Background: an optimization exercise with open tools, aiming at small area. Do not read the settings as production practice. The RTL was checked by simulation tests, not by an equivalence proof against the original design. Power and IR drop assume default switching activity.

==> run G: inputs <==
Design DSP, start of the top module:
module DSP
(
    input clock,
    input i_reset,
    input [3:0] i_sw,
    output signed [10:0] fir_Q,
    output signed [10:0] fir_I,
    output [63:0] o_bits_count_Q,
    output [63:0] o_error_count_Q,
    output [63:0] o_bits_count_I,
    output [63:0] o_error_count_I
);
clock: 10.0 ns
lec_check: 0
cap_margin: 20
core_margin: 2
core_utilization: 40
slew_margin: 20
synth_hierarchical: 1
run.sh (not shown) runs the stock make flow with config.mk's settings and CLKGATE_MAP_FILE= SYNTH_SCRIPT=/design/flow/synth_recipe.tcl, a recipe that flattens the netlist after the stock synthesis.
==> run C (differences from run G) <==
--- a/flow/design.v
+++ b/flow/design.v
@@ -17,37 +17,42 @@
     enable <= (count == 2'b11);
   end
 end
 assign BR_clock = enable;
 endmodule
-module counter64
+module counter
+#(
+    parameter W = 64
+)
 (
     input clock,
     input i_reset,
     input i_clear,
     input i_inc,
-    output [63:0] o_count
+    output [W-1:0] o_count
 );
-reg [63:0] q;
-wire [63:0] t;
-wire [8:0] bc;
-assign bc[0] = i_inc;
+localparam NB = (W + 7) / 8;
+reg [W-1:0] q;
+wire [8*NB-1:0] qp = {{(8*NB-W){1'b0}}, q};
+wire [8*NB-1:0] t;
+wire [NB:0] ones;    
+assign ones[0] = 1'b1;
 genvar b, i;
 generate
-  for (b = 0; b < 8; b = b + 1) begin : blk
-    assign t[8*b] = bc[b];
+  for (b = 0; b < NB; b = b + 1) begin : blk
+    assign t[8*b] = i_inc & ones[b];
     for (i = 1; i < 8; i = i + 1) begin : bt
-      assign t[8*b+i] = t[8*b+i-1] & q[8*b+i-1];
+      assign t[8*b+i] = t[8*b+i-1] & qp[8*b+i-1];
     end
-    assign bc[b+1] = bc[b] & (&q[8*b +: 8]);
+    assign ones[b+1] = ones[b] & (&qp[8*b +: 8]);
   end
 endgenerate
 always @(posedge clock, negedge i_reset) begin
   if (!i_reset)
-    q <= 64'd0;
+    q <= {W{1'b0}};
   else
-    q <= i_clear ? 64'd0 : (q ^ t);
+    q <= i_clear ? {W{1'b0}} : (q ^ t[W-1:0]);
 end
 assign o_count = q;
 endmodule
 module prbs
 (
@@ -214,10 +219,11 @@
     input i_shift,          
     input i_search,         
     input i_close,          
     input i_count,          
     input i_locked,
+    input i_lock,           
     input [10:0] i_pos,     
     input i_PRBS,
     input i_sim,
     output [63:0] o_error_count
 );
@@ -230,28 +236,33 @@
 reg [8:0] errors_min;
 reg [10:0] index_min;
 wire [10:0] idx = i_locked ? index_min : i_pos;
 wire [8:0] sel_c = 9'd1 << idx[3:0];
 wire [8:0] sel_b = 9'd1 << idx[7:4];
-wire [8:0] sel_a = 9'd1 << idx[10:8];
-wire [728:0] taps = {218'd0, hist, i_PRBS};
-wire [80:0] l1;
-wire [8:0] l2;
+wire [6:0] sel_a = 7'd1 << idx[10:8];
+wire [510:0] taps = {hist, i_PRBS};
+wire [56:0] l1;
+wire [6:0] l2;
 wire ref_bit;
 genvar g;
 generate
-  for (g = 0; g < 57; g = g + 1) begin : lv1
+  for (g = 0; g < 56; g = g + 1) begin : lv1
     mux9oh u (.d(taps[9*g +: 9]), .s(sel_c), .o(l1[g]));
   end
-  for (g = 0; g < 7; g = g + 1) begin : lv2
+  for (g = 0; g < 6; g = g + 1) begin : lv2
     mux9oh u (.d(l1[9*g +: 9]), .s(sel_b), .o(l2[g]));
   end
 endgenerate
-assign l1[80:57] = 24'd0;
-assign l2[8:7] = 2'd0;
-mux9oh u_lv3 (.d(l2), .s(sel_a), .o(ref_bit));
-wire err = i_sim ^ ref_bit;
+mux7oh u_lv1_56 (.d(taps[510:504]), .s(sel_c[6:0]), .o(l1[56]));
+mux3oh u_lv2_6 (.d(l1[56:54]), .s(sel_b[2:0]), .o(l2[6]));
+mux7oh u_lv3 (.d(l2), .s(sel_a[6:0]), .o(ref_bit));
+reg ref_r;
+always @(posedge clock)
+  ref_r <= i_reset_sinc ? i_PRBS : ref_bit;
+wire err = i_sim ^ ref_r;
+wire carry_lo = i_count & err & (&errors_count);
+wire carry_mid = carry_lo & (&errors_min);
 always @(posedge clock, negedge i_reset) begin
   if (!i_reset) begin
     errors_count <= 9'd0;
     errors_min   <= 9'd511;
     index_min    <= 11'd0;
@@ -262,22 +273,28 @@
     index_min    <= 11'd0;
   end
   else begin
     if (i_close) begin
       errors_count <= 9'd0;
-      if (errors_count < errors_min) begin
-        errors_min <= errors_count;
+      if (errors_count < errors_min)
         index_min  <= i_pos;
-      end
+      if (i_lock)
+        errors_min <= 9'd0;
+      else if (errors_count < errors_min)
+        errors_min <= errors_count;
     end
-    else if (i_search)
+    else if (i_search | i_count)
       errors_count <= errors_count + err;
+    if (carry_lo)
+      errors_min <= errors_min + 1'b1;
   end
 end
-counter64 u_error_count (
+wire [45:0] error_hi;
+counter #(.W(46)) u_error_hi (
     .clock(clock), .i_reset(i_reset), .i_clear(i_reset_sinc),
-    .i_inc(i_count & err), .o_count(o_error_count));
+    .i_inc(carry_mid), .o_count(error_hi));
+assign o_error_count = {error_hi, {errors_min, errors_count} & {18{i_locked}}};
 endmodule
 module mux9oh
 (
     input [8:0] d,
     input [8:0] s,
@@ -287,10 +304,32 @@
 aoi222 u0 (.d(d[2:0]), .s(s[2:0]), .o(n0));
 aoi222 u1 (.d(d[5:3]), .s(s[5:3]), .o(n1));
 aoi222 u2 (.d(d[8:6]), .s(s[8:6]), .o(n2));
 assign o = ~(n0 & n1 & n2);
 endmodule
+module mux7oh
+(
+    input [6:0] d,
+    input [6:0] s,
+    output o
+);
+wire n0, n1, n2;
+aoi222 u0 (.d(d[2:0]), .s(s[2:0]), .o(n0));
+aoi222 u1 (.d(d[5:3]), .s(s[5:3]), .o(n1));
+assign n2 = ~(d[6] & s[6]);
+assign o = ~(n0 & n1 & n2);
+endmodule
+module mux3oh
+(
+    input [2:0] d,
+    input [2:0] s,
+    output o
+);
+wire n0;
+aoi222 u0 (.d(d), .s(s), .o(n0));
+assign o = ~n0;
+endmodule
 module aoi222
 (
     input [2:0] d,
     input [2:0] s,
     output o
@@ -420,26 +459,29 @@
           pos_b <= 4'd0;
           pos_a <= pos_a + 1'b1;
         end
       end
     end
-    else if (search)
+    else if (search | count)
       checker_count <= checker_count + 1'b1;
+    if (count & (&checker_count))
+      {pos_a, pos_b, pos_c} <= {pos_a, pos_b, pos_c} + 1'b1;
   end
 end
 BER u_BER_Q (
     .clock(clock), .i_reset(i_reset), .i_reset_sinc(reset_sinc),
     .i_shift(shift), .i_search(search), .i_close(close), .i_count(count),
-    .i_locked(locked), .i_pos(pos), .i_PRBS(prbs_Q), .i_sim(bit_Q),
+    .i_locked(locked), .i_lock(pos_end), .i_pos(pos), .i_PRBS(prbs_Q), .i_sim(bit_Q),
     .o_error_count(o_error_count_Q));
 BER u_BER_I (
     .clock(clock), .i_reset(i_reset), .i_reset_sinc(reset_sinc),
     .i_shift(shift), .i_search(search), .i_close(close), .i_count(count),
-    .i_locked(locked), .i_pos(pos), .i_PRBS(prbs_I), .i_sim(bit_I),
+    .i_locked(locked), .i_lock(pos_end), .i_pos(pos), .i_PRBS(prbs_I), .i_sim(bit_I),
     .o_error_count(o_error_count_I));
-wire [63:0] bits_count;
-counter64 u_bits_count (
+wire [43:0] bits_hi;
+counter #(.W(44)) u_bits_hi (
     .clock(clock), .i_reset(i_reset), .i_clear(reset_sinc),
-    .i_inc(count), .o_count(bits_count));
+    .i_inc(count & (&checker_count) & (&pos)), .o_count(bits_hi));
+wire [63:0] bits_count = {bits_hi, {pos, checker_count} & {20{locked}}};
 assign o_bits_count_Q = bits_count;
 assign o_bits_count_I = bits_count;
 endmodule
==> flow/flow/run.sh (new file) <==
#!/bin/bash
# The standard layout (standard.sh, standard synthesis unchanged) with
# two changes: the port buffers use the smallest buffer cell, and clock tree
# synthesis clusters up to 26 sinks per leaf buffer without dummy loads.
set -euo pipefail
export BUFFER_PORTS_ARGS="-buffer_cell sky130_fd_sc_hd__buf_1"
export CTS_ARGS="-sink_clustering_enable -repair_clock_nets -dont_use_dummy_load -sink_clustering_size 26 -sink_clustering_max_diameter 90"
bash standard.sh > standard.log 2>&1
==> flow/standard.sh (new file) <==
#!/bin/bash
# synth_recipe.tcl (not shown) runs the flow's synth.tcl, then flattens the netlist and writes it again
# the make line also repeats each setting of config.mk as NAME=value (left out here)
make -C /OpenROAD-flow-scripts/flow DESIGN_CONFIG=/design/flow/config.mk WORK_HOME=/design/flow/orfs CLKGATE_MAP_FILE= SYNTH_SCRIPT=/design/flow/synth_recipe.tcl "${@:-finish}"
- CORE_UTILIZATION: 40 -> 60
removed: flow/run.sh
==> run F (differences from run G) <==
--- a/flow/design.v
+++ b/flow/design.v
@@ -17,37 +17,42 @@
     enable <= (count == 2'b11);
   end
 end
 assign BR_clock = enable;
 endmodule
-module counter64
+module counter
+#(
+    parameter W = 64
+)
 (
     input clock,
     input i_reset,
     input i_clear,
     input i_inc,
-    output [63:0] o_count
+    output [W-1:0] o_count
 );
-reg [63:0] q;
-wire [63:0] t;
-wire [8:0] bc;
-assign bc[0] = i_inc;
+localparam NB = (W + 7) / 8;
+reg [W-1:0] q;
+wire [8*NB-1:0] qp = {{(8*NB-W){1'b0}}, q};
+wire [8*NB-1:0] t;
+wire [NB:0] ones;    
+assign ones[0] = 1'b1;
 genvar b, i;
 generate
-  for (b = 0; b < 8; b = b + 1) begin : blk
-    assign t[8*b] = bc[b];
+  for (b = 0; b < NB; b = b + 1) begin : blk
+    assign t[8*b] = i_inc & ones[b];
     for (i = 1; i < 8; i = i + 1) begin : bt
-      assign t[8*b+i] = t[8*b+i-1] & q[8*b+i-1];
+      assign t[8*b+i] = t[8*b+i-1] & qp[8*b+i-1];
     end
-    assign bc[b+1] = bc[b] & (&q[8*b +: 8]);
+    assign ones[b+1] = ones[b] & (&qp[8*b +: 8]);
   end
 endgenerate
 always @(posedge clock, negedge i_reset) begin
   if (!i_reset)
-    q <= 64'd0;
+    q <= {W{1'b0}};
   else
-    q <= i_clear ? 64'd0 : (q ^ t);
+    q <= i_clear ? {W{1'b0}} : (q ^ t[W-1:0]);
 end
 assign o_count = q;
 endmodule
 module prbs
 (
@@ -214,10 +219,11 @@
     input i_shift,          
     input i_search,         
     input i_close,          
     input i_count,          
     input i_locked,
+    input i_lock,           
     input [10:0] i_pos,     
     input i_PRBS,
     input i_sim,
     output [63:0] o_error_count
 );
@@ -230,28 +236,33 @@
 reg [8:0] errors_min;
 reg [10:0] index_min;
 wire [10:0] idx = i_locked ? index_min : i_pos;
 wire [8:0] sel_c = 9'd1 << idx[3:0];
 wire [8:0] sel_b = 9'd1 << idx[7:4];
-wire [8:0] sel_a = 9'd1 << idx[10:8];
-wire [728:0] taps = {218'd0, hist, i_PRBS};
-wire [80:0] l1;
-wire [8:0] l2;
+wire [6:0] sel_a = 7'd1 << idx[10:8];
+wire [510:0] taps = {hist, i_PRBS};
+wire [56:0] l1;
+wire [6:0] l2;
 wire ref_bit;
 genvar g;
 generate
-  for (g = 0; g < 57; g = g + 1) begin : lv1
+  for (g = 0; g < 56; g = g + 1) begin : lv1
     mux9oh u (.d(taps[9*g +: 9]), .s(sel_c), .o(l1[g]));
   end
-  for (g = 0; g < 7; g = g + 1) begin : lv2
+  for (g = 0; g < 6; g = g + 1) begin : lv2
     mux9oh u (.d(l1[9*g +: 9]), .s(sel_b), .o(l2[g]));
   end
 endgenerate
-assign l1[80:57] = 24'd0;
-assign l2[8:7] = 2'd0;
-mux9oh u_lv3 (.d(l2), .s(sel_a), .o(ref_bit));
-wire err = i_sim ^ ref_bit;
+mux7oh u_lv1_56 (.d(taps[510:504]), .s(sel_c[6:0]), .o(l1[56]));
+mux3oh u_lv2_6 (.d(l1[56:54]), .s(sel_b[2:0]), .o(l2[6]));
+mux7oh u_lv3 (.d(l2), .s(sel_a[6:0]), .o(ref_bit));
+reg ref_r;
+always @(posedge clock)
+  ref_r <= i_reset_sinc ? i_PRBS : ref_bit;
+wire err = i_sim ^ ref_r;
+wire carry_lo = i_count & err & (&errors_count);
+wire carry_mid = carry_lo & (&errors_min);
 always @(posedge clock, negedge i_reset) begin
   if (!i_reset) begin
     errors_count <= 9'd0;
     errors_min   <= 9'd511;
     index_min    <= 11'd0;
@@ -262,22 +273,28 @@
     index_min    <= 11'd0;
   end
   else begin
     if (i_close) begin
       errors_count <= 9'd0;
-      if (errors_count < errors_min) begin
-        errors_min <= errors_count;
+      if (errors_count < errors_min)
         index_min  <= i_pos;
-      end
+      if (i_lock)
+        errors_min <= 9'd0;
+      else if (errors_count < errors_min)
+        errors_min <= errors_count;
     end
-    else if (i_search)
+    else if (i_search | i_count)
       errors_count <= errors_count + err;
+    if (carry_lo)
+      errors_min <= errors_min + 1'b1;
   end
 end
-counter64 u_error_count (
+wire [45:0] error_hi;
+counter #(.W(46)) u_error_hi (
     .clock(clock), .i_reset(i_reset), .i_clear(i_reset_sinc),
-    .i_inc(i_count & err), .o_count(o_error_count));
+    .i_inc(carry_mid), .o_count(error_hi));
+assign o_error_count = {error_hi, {errors_min, errors_count} & {18{i_locked}}};
 endmodule
 module mux9oh
 (
     input [8:0] d,
     input [8:0] s,
@@ -287,10 +304,32 @@
 aoi222 u0 (.d(d[2:0]), .s(s[2:0]), .o(n0));
 aoi222 u1 (.d(d[5:3]), .s(s[5:3]), .o(n1));
 aoi222 u2 (.d(d[8:6]), .s(s[8:6]), .o(n2));
 assign o = ~(n0 & n1 & n2);
 endmodule
+module mux7oh
+(
+    input [6:0] d,
+    input [6:0] s,
+    output o
+);
+wire n0, n1, n2;
+aoi222 u0 (.d(d[2:0]), .s(s[2:0]), .o(n0));
+aoi222 u1 (.d(d[5:3]), .s(s[5:3]), .o(n1));
+assign n2 = ~(d[6] & s[6]);
+assign o = ~(n0 & n1 & n2);
+endmodule
+module mux3oh
+(
+    input [2:0] d,
+    input [2:0] s,
+    output o
+);
+wire n0;
+aoi222 u0 (.d(d), .s(s), .o(n0));
+assign o = ~n0;
+endmodule
 module aoi222
 (
     input [2:0] d,
     input [2:0] s,
     output o
@@ -420,26 +459,27 @@
           pos_b <= 4'd0;
           pos_a <= pos_a + 1'b1;
         end
       end
     end
-    else if (search)
+    else if (search | count)
       checker_count <= checker_count + 1'b1;
   end
 end
 BER u_BER_Q (
     .clock(clock), .i_reset(i_reset), .i_reset_sinc(reset_sinc),
     .i_shift(shift), .i_search(search), .i_close(close), .i_count(count),
-    .i_locked(locked), .i_pos(pos), .i_PRBS(prbs_Q), .i_sim(bit_Q),
+    .i_locked(locked), .i_lock(pos_end), .i_pos(pos), .i_PRBS(prbs_Q), .i_sim(bit_Q),
     .o_error_count(o_error_count_Q));
 BER u_BER_I (
     .clock(clock), .i_reset(i_reset), .i_reset_sinc(reset_sinc),
     .i_shift(shift), .i_search(search), .i_close(close), .i_count(count),
-    .i_locked(locked), .i_pos(pos), .i_PRBS(prbs_I), .i_sim(bit_I),
+    .i_locked(locked), .i_lock(pos_end), .i_pos(pos), .i_PRBS(prbs_I), .i_sim(bit_I),
     .o_error_count(o_error_count_I));
-wire [63:0] bits_count;
-counter64 u_bits_count (
+wire [54:0] bits_hi;
+counter #(.W(55)) u_bits_hi (
     .clock(clock), .i_reset(i_reset), .i_clear(reset_sinc),
-    .i_inc(count), .o_count(bits_count));
+    .i_inc(count & (&checker_count)), .o_count(bits_hi));
+wire [63:0] bits_count = {bits_hi, checker_count & {9{locked}}};
 assign o_bits_count_Q = bits_count;
 assign o_bits_count_I = bits_count;
 endmodule
==> flow/flow/run.sh (new file) <==
#!/bin/bash
# The standard layout (standard.sh, standard synthesis unchanged) with
# two changes: the port buffers use the smallest buffer cell, and clock tree
# synthesis clusters up to 26 sinks per leaf buffer without dummy loads.
set -euo pipefail
export BUFFER_PORTS_ARGS="-buffer_cell sky130_fd_sc_hd__buf_1"
export CTS_ARGS="-sink_clustering_enable -repair_clock_nets -dont_use_dummy_load -sink_clustering_size 26 -sink_clustering_max_diameter 90"
bash standard.sh > standard.log 2>&1
==> flow/standard.sh (new file) <==
#!/bin/bash
# synth_recipe.tcl (not shown) runs the flow's synth.tcl, then flattens the netlist and writes it again
# the make line also repeats each setting of config.mk as NAME=value (left out here)
make -C /OpenROAD-flow-scripts/flow DESIGN_CONFIG=/design/flow/config.mk WORK_HOME=/design/flow/orfs CLKGATE_MAP_FILE= SYNTH_SCRIPT=/design/flow/synth_recipe.tcl "${@:-finish}"
removed: flow/run.sh
==> run X (differences from run G) <==
- CTS_BUF_LIST: unset -> sky130_fd_sc_hd__clkbuf_4
==> results.txt <==
- Run G ran to the end with no violations. Run X completed with no timing, DRC or antenna violations. Run C passed the timing, DRC and antenna checks. Run F produced a clean layout.
- Worst setup slack: run F > run C > run X > run G.
- In run F the via count is smaller than in run C, by about 1.8%.
- First-iteration DRC count: run G < run X < run F < run C.
- Register-to-register slack: run F > run C > run X > run G.
- Against run F, the clock power of run C is lower by about 5%.
- Routed wire length: run C is lower than run F (1.5%).
- In run F the total power is smaller than in run C, by about 10%.
- In run C the die area is lower than in run G, by 35%.
==> figures <==
	run G	run C	run X	run F
Cell depth of the worst setup path	24	12	24	18
Number of flip-flops and latches	1335	1281	1335	1292
Amount of wire on met2 after detailed routing	54.5 mm	56.2 mm	54.9 mm	54.5 mm
Post-synth top area share	0.573	0.592	0.573	0.589
Site row count	134	107	134	132
Post-Synth Simple-Gate Area	0.0782	0.0794	0.0782	0.0779
Clock skew after layout	0.0204 ns	0.0562 ns	0.0934 ns	0.0933 ns
Met3 wire length	11.2 mm	10.3 mm	13.2 mm	9.89 mm
Worst setup path start	locked	locked	locked	i_sw[1]
Top Metal Used	met4	met4	met4	met5
CTS Root Cell	sky130_fd_sc_hd__clkbuf_16	sky130_fd_sc_hd__clkbuf_16	sky130_fd_sc_hd__clkbuf_4	sky130_fd_sc_hd__clkbuf_16
Critical path class	flop to flop	flop to flop	flop to flop	input port to flop
Placed Cells	5256	4582	5256	5179
Worst-case vdd ir drop	0.175 mV	0.377 mV	0.135 mV	0.322 mV
Status	timing/DRC/antenna clean	timing/DRC/antenna clean	timing/DRC/antenna clean	timing/DRC/antenna clean
Area of all sequential standard cells	0.0385 mm²	0.0372 mm²	0.0385 mm²	0.0375 mm²
Placed Instance Area	0.0589 mm²	0.0540 mm²	0.0589 mm²	0.0552 mm²

## re-timing with driven ports
How much do the figures lean on ideal ports? The routed layouts below were timed once more, with nothing changed but the port constraints.
Step 1 sets driving cells, clkbuf_16 on the clock port and buf_2 on the other inputs (assumed; they add their load-dependent delay and slew).
Step 2, shift: input delay + t, output delay - t, t = (earliest + latest rising clock arrival at the registers) / 2. This alone moves slack from input paths to output paths.
Slacks: ideal ports / drivers / drivers and shift; pairs: ideal ports / drivers.
run | t (ns) | setup slack, ns | hold WS [ns] | worst register clock-pin slew, ns
run G | 0.821 | 2.733 / 2.733 / 2.733 | 0.378 / 0.378 / 0.378 | 0.07 / 0.07
run C | 0.702 | 4.659 / 4.659 / 4.064 | 0.369 / 0.369 / 0.369 | 0.11 / 0.11
run F | 0.754 | 4.718 / 4.770 / 4.016 | 0.371 / 0.371 / 0.371 | 0.10 / 0.10
run X | 1.269 | 2.761 / 2.761 / 2.761 | 0.379 / 0.379 / 0.379 | 0.08 / 0.08
After both steps every run listed still meets setup and hold. For run F, which loses most, drivers alone change the setup slack by +0.052 ns; drivers and shift together by -0.702 ns.
